This design comes from an exercise in tuning for small area and a short achievable clock period on the open sky130 flow, not from production work.
The RTL was checked by simulation tests, not by an equivalence proof against the original design.
No activity file was given, so power comes from the tool's default toggle rates.

==> flow/design.v <==
module memory_unit(
    input CLK, RESET,  
    input [3:0] ADDR,  
    input [7:0] DATA_IN,  
    input READ, WRITE,  
    input [7:0] SEARCH_KEY,  
    output reg [7:0] DATA_OUT,  
    output reg [7:0] SEARCH_RESULT  
);
reg [7:0] dasd_memory [0:15];  
reg [7:0] cam_key [0:7];       
genvar g, b;
wire nrd, nwr, nwen;
wire [3:0] na;
g_inv u_nrd (.a(READ), .y(nrd));
g_inv u_nwr (.a(WRITE), .y(nwr));
generate
    for (g = 0; g < 4; g = g + 1) begin : ainv
        g_inv u_na (.a(ADDR[g]), .y(na[g]));
    end
endgenerate
g_or3 u_nwen (.a(RESET), .b(READ), .c(nwr), .y(nwen));
wire [3:0] pa;
g_nor2 u_pa0 (.a(ADDR[1]), .b(ADDR[0]), .y(pa[0]));
g_nor2 u_pa1 (.a(ADDR[1]), .b(na[0]), .y(pa[1]));
g_nor2 u_pa2 (.a(na[1]), .b(ADDR[0]), .y(pa[2]));
g_nor2 u_pa3 (.a(na[1]), .b(na[0]), .y(pa[3]));
wire [3:0] wq, rq;
g_nor3 u_wq0 (.a(nwen), .b(ADDR[3]), .c(ADDR[2]), .y(wq[0]));
g_nor3 u_wq1 (.a(nwen), .b(ADDR[3]), .c(na[2]), .y(wq[1]));
g_nor3 u_wq2 (.a(nwen), .b(na[3]), .c(ADDR[2]), .y(wq[2]));
g_nor3 u_wq3 (.a(nwen), .b(na[3]), .c(na[2]), .y(wq[3]));
g_nor3 u_rq0 (.a(nrd), .b(ADDR[3]), .c(ADDR[2]), .y(rq[0]));
g_nor3 u_rq1 (.a(nrd), .b(ADDR[3]), .c(na[2]), .y(rq[1]));
g_nor3 u_rq2 (.a(nrd), .b(na[3]), .c(ADDR[2]), .y(rq[2]));
g_nor3 u_rq3 (.a(nrd), .b(na[3]), .c(na[2]), .y(rq[3]));
wire [15:0] we_d, rsel;
wire [7:0] we_k;
generate
    for (g = 0; g < 16; g = g + 1) begin : word
        g_and2 u_we (.a(pa[g % 4]), .b(wq[g / 4]), .y(we_d[g]));
        g_and2 u_rs (.a(pa[g % 4]), .b(rq[g / 4]), .y(rsel[g]));
        always @(posedge CLK)
            if (we_d[g])
                dasd_memory[g] <= DATA_IN;
    end
    for (g = 0; g < 8; g = g + 1) begin : key
        g_and2 u_we (.a(pa[g % 4]), .b(wq[g / 4]), .y(we_k[g]));
        always @(posedge CLK)
            if (we_k[g])
                cam_key[g] <= SEARCH_KEY;
    end
endgenerate
wire [7:0] nlo, nhi, nm, mr;
generate
    for (g = 0; g < 8; g = g + 1) begin : cmp
        wire [7:0] eq;
        for (b = 0; b < 8; b = b + 1) begin : bit_eq
            g_xnor2 u_eq (.a(cam_key[g][b]), .b(SEARCH_KEY[b]), .y(eq[b]));
        end
        g_nand4 u_lo (.a(eq[0]), .b(eq[1]), .c(eq[2]), .d(eq[3]), .y(nlo[g]));
        g_nand4 u_hi (.a(eq[4]), .b(eq[5]), .c(eq[6]), .d(eq[7]), .y(nhi[g]));
        g_or2 u_nm (.a(nlo[g]), .b(nhi[g]), .y(nm[g]));                
        g_nor3 u_mr (.a(nlo[g]), .b(nhi[g]), .c(nrd), .y(mr[g]));      
    end
endgenerate
wire [7:0] ssel;
wire z47, z13;
g_and4 u_z47 (.a(nm[4]), .b(nm[5]), .c(nm[6]), .d(nm[7]), .y(z47));
g_and3 u_z13 (.a(nm[1]), .b(nm[2]), .c(nm[3]), .y(z13));
assign ssel[7] = mr[7];
g_and2 u_s6 (.a(mr[6]), .b(nm[7]), .y(ssel[6]));
g_and3 u_s5 (.a(mr[5]), .b(nm[6]), .c(nm[7]), .y(ssel[5]));
g_and4 u_s4 (.a(mr[4]), .b(nm[5]), .c(nm[6]), .d(nm[7]), .y(ssel[4]));
g_and2 u_s3 (.a(mr[3]), .b(z47), .y(ssel[3]));
g_and3 u_s2 (.a(mr[2]), .b(z47), .c(nm[3]), .y(ssel[2]));
g_and4 u_s1 (.a(mr[1]), .b(z47), .c(nm[3]), .d(nm[2]), .y(ssel[1]));
g_and3 u_s0 (.a(mr[0]), .b(z47), .c(z13), .y(ssel[0]));
wire [7:0] dout_d, sres_d;
generate
    for (b = 0; b < 8; b = b + 1) begin : bits
        wire [15:0] v;
        for (g = 0; g < 16; g = g + 1) begin : w
            assign v[g] = dasd_memory[g][b];
        end
        wire [3:0] s;
        for (g = 0; g < 4; g = g + 1) begin : spair
            g_a22oi u_s (.a1(ssel[2 * g]), .a2(v[2 * g]), .b1(ssel[2 * g + 1]), .b2(v[2 * g + 1]), .y(s[g]));
        end
        wire sh, sx;
        g_nand2 u_sh (.a(nrd), .b(SEARCH_RESULT[b]), .y(sh));
        g_and2 u_sx (.a(s[3]), .b(sh), .y(sx));
        g_nand4 u_sy (.a(s[0]), .b(s[1]), .c(s[2]), .d(sx), .y(sres_d[b]));
        wire [7:0] t;
        for (g = 0; g < 8; g = g + 1) begin : dpair
            g_a22oi u_t (.a1(rsel[2 * g]), .a2(v[2 * g]), .b1(rsel[2 * g + 1]), .b2(v[2 * g + 1]), .y(t[g]));
        end
        wire e0, e1, dh;
        g_nand4 u_e0 (.a(t[0]), .b(t[1]), .c(t[2]), .d(t[3]), .y(e0));
        g_nand4 u_e1 (.a(t[4]), .b(t[5]), .c(t[6]), .d(t[7]), .y(e1));
        g_and2 u_dh (.a(nrd), .b(DATA_OUT[b]), .y(dh));
        g_or3 u_dy (.a(e0), .b(e1), .c(dh), .y(dout_d[b]));
    end
endgenerate
always @(posedge CLK or posedge RESET) begin
    if (RESET) begin
        DATA_OUT <= 8'd0;
        SEARCH_RESULT <= 8'd0;
    end else begin
        DATA_OUT <= dout_d;
        SEARCH_RESULT <= sres_d;
    end
end
endmodule
module g_inv(input a, output y);
    assign y = ~a;
endmodule
module g_xnor2(input a, input b, output y);
    assign y = ~(a ^ b);
endmodule
module g_nand2(input a, input b, output y);
    assign y = ~(a & b);
endmodule
module g_nand4(input a, input b, input c, input d, output y);
    assign y = ~(a & b & c & d);
endmodule
module g_nor2(input a, input b, output y);
    assign y = ~(a | b);
endmodule
module g_nor3(input a, input b, input c, output y);
    assign y = ~(a | b | c);
endmodule
module g_or2(input a, input b, output y);
    assign y = a | b;
endmodule
module g_or3(input a, input b, input c, output y);
    assign y = a | b | c;
endmodule
module g_and2(input a, input b, output y);
    assign y = a & b;
endmodule
module g_and3(input a, input b, input c, output y);
    assign y = a & b & c;
endmodule
module g_and4(input a, input b, input c, input d, output y);
    assign y = a & b & c & d;
endmodule
module g_a22oi(input a1, input a2, input b1, input b2, output y);
    assign y = ~(a1 & a2 | b1 & b2);
endmodule
export LEC_CHECK = 0
export CAP_MARGIN = 20
export CORE_MARGIN = 2
export CORE_UTILIZATION = 40
export SETUP_SLACK_MARGIN = 2.2
export SLEW_MARGIN = 20
export SYNTH_HIERARCHICAL = 1
create_clock -name core_clock -period 4.0 [get_ports {CLK}]
standard.sh (not shown) runs the stock make flow with config.mk's settings and CLKGATE_MAP_FILE= SYNTH_SCRIPT=/design/flow/synth_recipe.tcl, a recipe that flattens the netlist after the stock synthesis.
==> flow/flow/run.sh <==
#!/bin/bash
# Own layout flow: the standard synthesis, then the standard ORFS steps with
# extra make variables (flow/make_args.txt, one NAME=VALUE per line; @FLOW@ is
# replaced by this folder's absolute path, for hook scripts).
set -uo pipefail
here=$(cd "$(dirname "$0")" && pwd)
mapfile -t args < <(grep -v '^\s*#' "$here/make_args.txt" | grep -v '^\s*$' | sed "s#@FLOW@#$here#g")
printf '%s\n' "${args[@]}" > make_args_used.log
bash standard.sh synth > synth.log 2>&1 || exit 1
bash standard.sh "${args[@]}" finish > layout.log 2>&1
Other scripts of this flow, unchanged in this note and not shown: flow/flow/downsize.tcl, flow/flow/make_args.txt, flow/flow/post_cts.tcl, flow/flow/pre_cts.tcl
==> next run, changes <==
--- a/flow/design.v
+++ b/flow/design.v
@@ -52,5 +52,5 @@
     end
 endgenerate
-wire [7:0] nlo, nhi, nm, mr;
+wire [7:0] nlo, nhi, m, mr;
 generate
     for (g = 0; g < 8; g = g + 1) begin : cmp
@@ -61,20 +61,25 @@
         g_nand4 u_lo (.a(eq[0]), .b(eq[1]), .c(eq[2]), .d(eq[3]), .y(nlo[g]));
         g_nand4 u_hi (.a(eq[4]), .b(eq[5]), .c(eq[6]), .d(eq[7]), .y(nhi[g]));
-        g_or2 u_nm (.a(nlo[g]), .b(nhi[g]), .y(nm[g]));                
+        g_nor2 u_m (.a(nlo[g]), .b(nhi[g]), .y(m[g]));                 
         g_nor3 u_mr (.a(nlo[g]), .b(nhi[g]), .c(nrd), .y(mr[g]));      
     end
 endgenerate
 wire [7:0] ssel;
-wire z47, z13;
-g_and4 u_z47 (.a(nm[4]), .b(nm[5]), .c(nm[6]), .d(nm[7]), .y(z47));
-g_and3 u_z13 (.a(nm[1]), .b(nm[2]), .c(nm[3]), .y(z13));
+wire nm7, nm5, nm3, q67, q45, q23, q123;
+g_or2  u_nm7  (.a(nlo[7]), .b(nhi[7]), .y(nm7));
+g_or2  u_nm5  (.a(nlo[5]), .b(nhi[5]), .y(nm5));
+g_or2  u_nm3  (.a(nlo[3]), .b(nhi[3]), .y(nm3));
+g_nor2 u_q67  (.a(m[6]), .b(m[7]), .y(q67));
+g_nor2 u_q45  (.a(m[4]), .b(m[5]), .y(q45));
+g_nor2 u_q23  (.a(m[2]), .b(m[3]), .y(q23));
+g_nor3 u_q123 (.a(m[1]), .b(m[2]), .c(m[3]), .y(q123));
 assign ssel[7] = mr[7];
-g_and2 u_s6 (.a(mr[6]), .b(nm[7]), .y(ssel[6]));
-g_and3 u_s5 (.a(mr[5]), .b(nm[6]), .c(nm[7]), .y(ssel[5]));
-g_and4 u_s4 (.a(mr[4]), .b(nm[5]), .c(nm[6]), .d(nm[7]), .y(ssel[4]));
-g_and2 u_s3 (.a(mr[3]), .b(z47), .y(ssel[3]));
-g_and3 u_s2 (.a(mr[2]), .b(z47), .c(nm[3]), .y(ssel[2]));
-g_and4 u_s1 (.a(mr[1]), .b(z47), .c(nm[3]), .d(nm[2]), .y(ssel[1]));
-g_and3 u_s0 (.a(mr[0]), .b(z47), .c(z13), .y(ssel[0]));
+g_and2 u_s6 (.a(mr[6]), .b(nm7), .y(ssel[6]));
+g_and2 u_s5 (.a(mr[5]), .b(q67), .y(ssel[5]));
+g_and3 u_s4 (.a(mr[4]), .b(nm5), .c(q67), .y(ssel[4]));
+g_and3 u_s3 (.a(mr[3]), .b(q45), .c(q67), .y(ssel[3]));
+g_and4 u_s2 (.a(mr[2]), .b(nm3), .c(q45), .d(q67), .y(ssel[2]));
+g_and4 u_s1 (.a(mr[1]), .b(q23), .c(q45), .d(q67), .y(ssel[1]));
+g_and4 u_s0 (.a(mr[0]), .b(q123), .c(q45), .d(q67), .y(ssel[0]));
 wire [7:0] dout_d, sres_d;
 generate
Outcome: Synthesized cell count is higher by 0.95%. Final area is lower by 3.6%. Sequential power barely changes. Final cell count is lower by 0.57%. Setup slack gets better by 0.043 ns.

## what the ideal ports hide
In the flow no input, the clock included, has a driving cell. The finished layouts below were timed again as built, in two steps. Step 1: set_driving_cell puts a clkbuf_16 on CLK and a buf_2 on each other input, an assumption about the parent block. Step 2, shift: input delay + t, output delay - t, t = (earliest + latest rising clock arrival at the registers) / 2. This alone moves slack from input paths to output paths. a / b / c = ideal ports / drivers / drivers and shift; a / b = the first two.
| run | t, ns | slack for setup (ns) | hold WS [ns] |
|---|---|---|---|
| the first run | 0.528 | 2.049 / 2.037 / 1.508 | 0.384 / 0.379 / 0.497 |
| the second run | 0.528 | 2.093 / 2.054 / 1.574 | 0.434 / 0.420 / 0.502 |
After both steps setup and hold are still met in every run listed. The setup slack of the first run, which loses most, moves by -0.012 ns with the drivers and by -0.541 ns with both steps.
